From an optimization exercise on the open Yosys and OpenROAD flow, aimed at small area and a short achievable clock period; shortcuts taken in it are not production practice. Function was checked by simulation only, so behaviour that the tests miss may differ from the original.

==> inputs of 07-16 <==
==> flow/design.v (excerpt) <==
module MIPS_Core (
input  wire          Clk_M,
input  wire          Reset_M,
output wire  [31:0]  PC_M,
input  wire  [31:0]  Instr_M,
output wire          MemWrite_M,
output wire  [31:0]  ALUOut_M,
output wire  [31:0]  WriteData_M,
input  wire  [31:0]  ReadData_M
);
==> module MIPS_Core, before the edit <==
module MIPS_Core (
input  wire          Clk_M,
input  wire          Reset_M,
output wire  [31:0]  PC_M,
input  wire  [31:0]  Instr_M,
output wire          MemWrite_M,
output wire  [31:0]  ALUOut_M,
output wire  [31:0]  WriteData_M,
input  wire  [31:0]  ReadData_M
);
wire [5:0]  op    = Instr_M[31:26];
wire [5:0]  funct = Instr_M[5:0];
wire [31:0] simm  = {{16{Instr_M[15]}}, Instr_M[15:0]};
wire is_r    = (op == 6'b00_0000);
wire is_addi = (op == 6'b00_1000);
wire is_lw   = (op == 6'b10_0011);
wire is_sw   = (op == 6'b10_1011);
wire is_beq  = (op == 6'b00_0100);
wire is_j    = (op == 6'b00_0010);
wire f_sub = (funct == 6'b10_0010);
wire f_slt = (funct == 6'b10_1010);
wire f_mul = (funct == 6'b01_1100);
wire        reg_write = is_r | is_addi | is_lw;
wire [4:0]  wr_addr   = is_r ? Instr_M[15:11] : Instr_M[20:16];
wire [31:0] rs_val, rt_val;
wire [31:0] wr_data;
reg [31:0] mem [0:31];
reg [31:0] valid;
always @(posedge Clk_M or negedge Reset_M)
    if (!Reset_M)
        valid <= 32'd0;
    else if (reg_write)
        valid[wr_addr] <= 1'b1;
always @(posedge Clk_M)
    if (reg_write)
        mem[wr_addr] <= wr_data;
wire [1023:0] mem_q;
genvar gi;
generate
    for (gi = 0; gi < 32; gi = gi + 1) begin : q_
        assign mem_q[32*gi +: 32] = mem[gi];
    end
endgenerate
wire [31:0] sel1, sel2;
RF_Decode Dec1 (.A(Instr_M[25:21]), .V(valid), .Sel(sel1));
RF_Decode Dec2 (.A(Instr_M[20:16]), .V(valid), .Sel(sel2));
RF_Read Rd1 (.Q(mem_q), .Sel(sel1), .RD(rs_val));
RF_Read Rd2 (.Q(mem_q), .Sel(sel2), .RD(rt_val));
wire [31:0] addr;
Adder #(.W(32)) AddrAdd (.A(rs_val), .B(simm), .Cin(1'b0), .C(addr));
wire        r_sub = is_beq | (is_r & (f_sub | f_slt));
wire [31:0] sum, prod;
ALU Alu (
    .SrcA(rs_val),
    .SrcB(rt_val),
    .Sub(r_sub),
    .Sum(sum),
    .Prod(prod)
);
wire        use_addr = is_lw | is_sw | is_addi;
wire [31:0] other = use_addr ? addr : (is_r & f_slt) ? {31'd0, sum[31]} : sum;
wire [31:0] alu_out = (is_r & f_mul) ? prod : other;
assign ALUOut_M    = alu_out;
assign WriteData_M = rt_val;
assign MemWrite_M  = is_sw;
assign wr_data     = (is_r & f_mul) ? prod : is_lw ? ReadData_M : other;
reg  [31:0] pc;
wire [31:0] pc4     = pc + 32'd4;
wire [31:0] pc_br   = pc4 + {simm[29:0], 2'b00};
wire        take_br = is_beq & (rs_val == rt_val);
wire [31:0] pc_next = is_j    ? {pc4[31:28], Instr_M[25:0], 2'b00} :
                      take_br ? pc_br : pc4;
always @(posedge Clk_M or negedge Reset_M)
    if (!Reset_M) pc <= 32'd0;
    else          pc <= pc_next;
assign PC_M = pc;
endmodule
==> flow/config.mk <==
export PLATFORM = sky130hd
export DESIGN_NAME = MIPS_Core
export DESIGN_NICKNAME = MIPS_Core
export VERILOG_FILES = /design/flow/design.v
export SDC_FILE = /design/flow/constraint.sdc
export NUM_CORES = 4
export LEC_CHECK = 0
export CAP_MARGIN = 20
export CORE_MARGIN = 2
export CORE_UTILIZATION = 30
export CTS_CLUSTER_DIAMETER = 60
export CTS_CLUSTER_SIZE = 25
export SLEW_MARGIN = 20
export SYNTH_HIERARCHICAL = 1
==> flow/constraint.sdc <==
create_clock -name core_clock -period 22.0 [get_ports {Clk_M}]
set_input_delay 4.4000 -clock core_clock [delete_from_list [all_inputs] [get_ports {Clk_M}]]
set_output_delay 4.4000 -clock core_clock [all_outputs]
set_load 0.01 [all_outputs]
standard.sh (not shown) runs the stock make flow with config.mk's settings and CLKGATE_MAP_FILE= SYNTH_SCRIPT=/design/flow/synth_recipe.tcl, a recipe that flattens the netlist after the stock synthesis.
==> flow/flow/run.sh <==
#!/bin/bash
# Layout: the standard flow (standard.sh), with three changes in how the
# layout is made. The SDC, the clock period and every step's script are the
# standard ones.
#  * ORFS's timing repair aims at a setup slack of 6 ns rather than 0, so that
#    it keeps speeding up the critical paths past what the 22 ns clock needs.
#  * Port buffering (still on every input and output) starts from buf_1; the
#    repair upsizes the ones on critical paths.
#  * After the standard synthesis, the a22oi/a21oi/o22ai gates that ABC sized
#    up to drive strength 2 start at strength 1; the repair upsizes the ones
#    on critical paths. Registers are not touched.
set -euo pipefail
ARGS=(SETUP_SLACK_MARGIN=6 "BUFFER_PORTS_ARGS=-buffer_cell sky130_fd_sc_hd__buf_1")
bash standard.sh "${ARGS[@]}" synth > synth.log 2>&1
NET=orfs/results/$FLOW_PLATFORM/MIPS_Core/base/1_2_yosys.v
sed -i -E 's/sky130_fd_sc_hd__(a22oi|a21oi|o22ai)_2 /sky130_fd_sc_hd__\1_1 /' "$NET"
touch "$NET"
bash standard.sh "${ARGS[@]}" finish > layout.log 2>&1
==> 05-27: changes against 07-16 <==
--- a/flow/design.v
+++ b/flow/design.v
@@ -1759,5 +1759,5 @@
 wire [31:0] addr;
 Adder #(.W(32)) AddrAdd (.A(rs_val), .B(simm), .Cin(1'b0), .C(addr));
-wire        r_sub = is_beq | (is_r & (f_sub | f_slt));
+wire        r_sub = f_sub | f_slt;
 wire [31:0] sum, prod;
 ALU Alu (
@@ -1768,11 +1768,9 @@
     .Prod(prod)
 );
-wire        use_addr = is_lw | is_sw | is_addi;
-wire [31:0] other = use_addr ? addr : (is_r & f_slt) ? {31'd0, sum[31]} : sum;
-wire [31:0] alu_out = (is_r & f_mul) ? prod : other;
-assign ALUOut_M    = alu_out;
+wire [31:0] other = is_lw ? ReadData_M : is_r ? (f_slt ? {31'd0, sum[31]} : sum) : addr;
+assign ALUOut_M    = addr;
 assign WriteData_M = rt_val;
 assign MemWrite_M  = is_sw;
-assign wr_data     = (is_r & f_mul) ? prod : is_lw ? ReadData_M : other;
+assign wr_data     = (is_r & f_mul) ? prod : other;
 reg  [31:0] pc;
 wire [31:0] pc4     = pc + 32'd4;
--- a/flow/flow/run.sh
+++ b/flow/flow/run.sh
@@ -3,5 +3,5 @@
 # layout is made. The SDC, the clock period and every step's script are the
 # standard ones.
-#  * ORFS's timing repair aims at a setup slack of 6 ns rather than 0, so that
+#  * ORFS's timing repair aims at a setup slack of 10 ns rather than 0, so that
 #    it keeps speeding up the critical paths past what the 22 ns clock needs.
 #  * Port buffering (still on every input and output) starts from buf_1; the
@@ -11,5 +11,5 @@
 #    on critical paths. Registers are not touched.
 set -euo pipefail
-ARGS=(SETUP_SLACK_MARGIN=6 "BUFFER_PORTS_ARGS=-buffer_cell sky130_fd_sc_hd__buf_1")
+ARGS=(SETUP_SLACK_MARGIN=10 "BUFFER_PORTS_ARGS=-buffer_cell sky130_fd_sc_hd__buf_1")
 bash standard.sh "${ARGS[@]}" synth > synth.log 2>&1
 NET=orfs/results/$FLOW_PLATFORM/MIPS_Core/base/1_2_yosys.v
==> reports/metrics.cfg <==
[final_layout]
area_delta_synth_final_pct = 22.8
postLayoutCoreUtil_pct = 37.2
n_all_inverters = 89
fin_cells = 7838

[placed_design]
dp_cells = 7457
hpwl_um = 149000

[sta]
worst_pin_slew_ns = 1.04

[critical_path]
critPathBufInv = 7
setup.worst_path.start = Instr_M[21]

[run_status]
status = complete, no violations

[floorplan]
dieWidth_um = 453

[end of results for 07-16]
==> reports/metrics.cfg <==
[final_layout]
area_delta_synth_final_pct = 21.4
layout_common_cells = 1,024 x edfxtp_1, 672 x a222oi_1, 386 x xnor2_1
n_all_inverters = 87
postLayoutCoreUtil_pct = 36.7
fin_cells = 7676

[detailed_routing]
viasPerCell = 6.53

[sta]
worst_pin_slew_ns = 0.989

[run_status]
status = complete, no violations

[critical_path]
setup.worst_path.start = Instr_M[25]
critPathBufInv = 5

[clock_tree]
cts_tree = yes

[placed_design]
dp_cells = 7389
hpwl_um = 152000

[floorplan]
dieWidth_um = 452

[end of results for 05-27]

* * *

==> run Z: inputs <==
Starting RTL as in the previous note.
clock: 22.0 ns
lec_check: 0
cap_margin: 20
core_margin: 2
core_utilization: 30
cts_cluster_diameter: 60
cts_cluster_size: 25
slew_margin: 20
synth_hierarchical: 1
==> flow/flow/run.sh <==
#!/bin/bash
# Layout: the standard flow (standard.sh) unchanged, except that ORFS's
# timing repair aims at a setup slack of 6 ns rather than 0, so that it keeps
# speeding up the critical paths past what the 22 ns clock needs. The SDC,
# the clock period and every other step are the standard ones.
set -euo pipefail
export SETUP_SLACK_MARGIN=6
bash standard.sh > standard.log 2>&1
==> inputs of run A, as changes to run Z <==
--- a/flow/design.v
+++ b/flow/design.v
@@ -1760,3 +1760,3 @@
 Adder #(.W(32)) AddrAdd (.A(rs_val), .B(simm), .Cin(1'b0), .C(addr));
-wire        r_sub = is_beq | (is_r & (f_sub | f_slt));
+wire        r_sub = f_sub | f_slt;
 wire [31:0] sum, prod;
@@ -1769,9 +1769,7 @@
 );
-wire        use_addr = is_lw | is_sw | is_addi;
-wire [31:0] other = use_addr ? addr : (is_r & f_slt) ? {31'd0, sum[31]} : sum;
-wire [31:0] alu_out = (is_r & f_mul) ? prod : other;
-assign ALUOut_M    = alu_out;
+wire [31:0] other = is_lw ? ReadData_M : is_r ? (f_slt ? {31'd0, sum[31]} : sum) : addr;
+assign ALUOut_M    = addr;
 assign WriteData_M = rt_val;
 assign MemWrite_M  = is_sw;
-assign wr_data     = (is_r & f_mul) ? prod : is_lw ? ReadData_M : other;
+assign wr_data     = (is_r & f_mul) ? prod : other;
 reg  [31:0] pc;
==> flow/flow/run.sh (replaced) <==
#!/bin/bash
# Layout: the standard flow (standard.sh) unchanged, except that ORFS's
# timing repair aims at a setup slack of 10 ns rather than 0, so that it keeps
# speeding up the critical paths past what the 22 ns clock needs. The SDC,
# the clock period and every other step are the standard ones.
set -euo pipefail
export SETUP_SLACK_MARGIN=10
bash standard.sh > standard.log 2>&1
==> flow_metrics.env <==
export IMPL_status="finished clean"
export IMPL_grtUsageMet3_pct=7.11
export IMPL_fin_nets=5534
export IMPL_synth_compound_area_share_pct=22.4
export IMPL_clk_share_pct=4.31
export IMPL_drive_gt1_share_pct=27.9
That was run Z.
==> flow_metrics.env <==
export IMPL_synth_compound_area_share_pct=22.4
export IMPL_fin_nets=5393
export IMPL_drive_gt1_share_pct=26.7
export IMPL_status="finished clean"
That was run A.

-- afterwards: timing with drivers on the ports --
The results above use ideal ports. As a check the final layouts listed here were re-extracted and re-timed, cells and wires unchanged.
Step 1 sets driving cells, clkbuf_16 on the clock port and buf_2 on the other inputs (assumed; they add their load-dependent delay and slew).
Step 2, shift: input delay + t, output delay - t, t = (earliest + latest rising clock arrival at the registers) / 2. This alone moves slack from input paths to output paths.
Slacks: no drivers / after step 1 / after step 2; pairs: no drivers / after step 1.
| run | shift t [ns] | setup slack, ns | hold slack, ns | clock arrival spread, ns |
|---|---|---|---|---|
| 07-16 | 0.755 | 5.925 / 5.822 / 5.822 | 0.489 / 0.489 / 0.489 | 0.066 / 0.066 |
| 05-27 | 0.788 | 9.727 / 9.569 / 9.349 | 0.502 / 0.502 / 0.502 | 0.068 / 0.068 |
| run Z | 0.767 | 5.949 / 5.837 / 5.837 | 0.508 / 0.508 / 0.508 | 0.054 / 0.054 |
| run A | 0.748 | 9.565 / 9.409 / 9.146 | 0.516 / 0.516 / 0.516 | 0.064 / 0.063 |
After both steps setup and hold are still met in every run listed. For run A, which loses most, drivers alone change the setup slack by -0.156 ns; drivers and shift together by -0.419 ns.
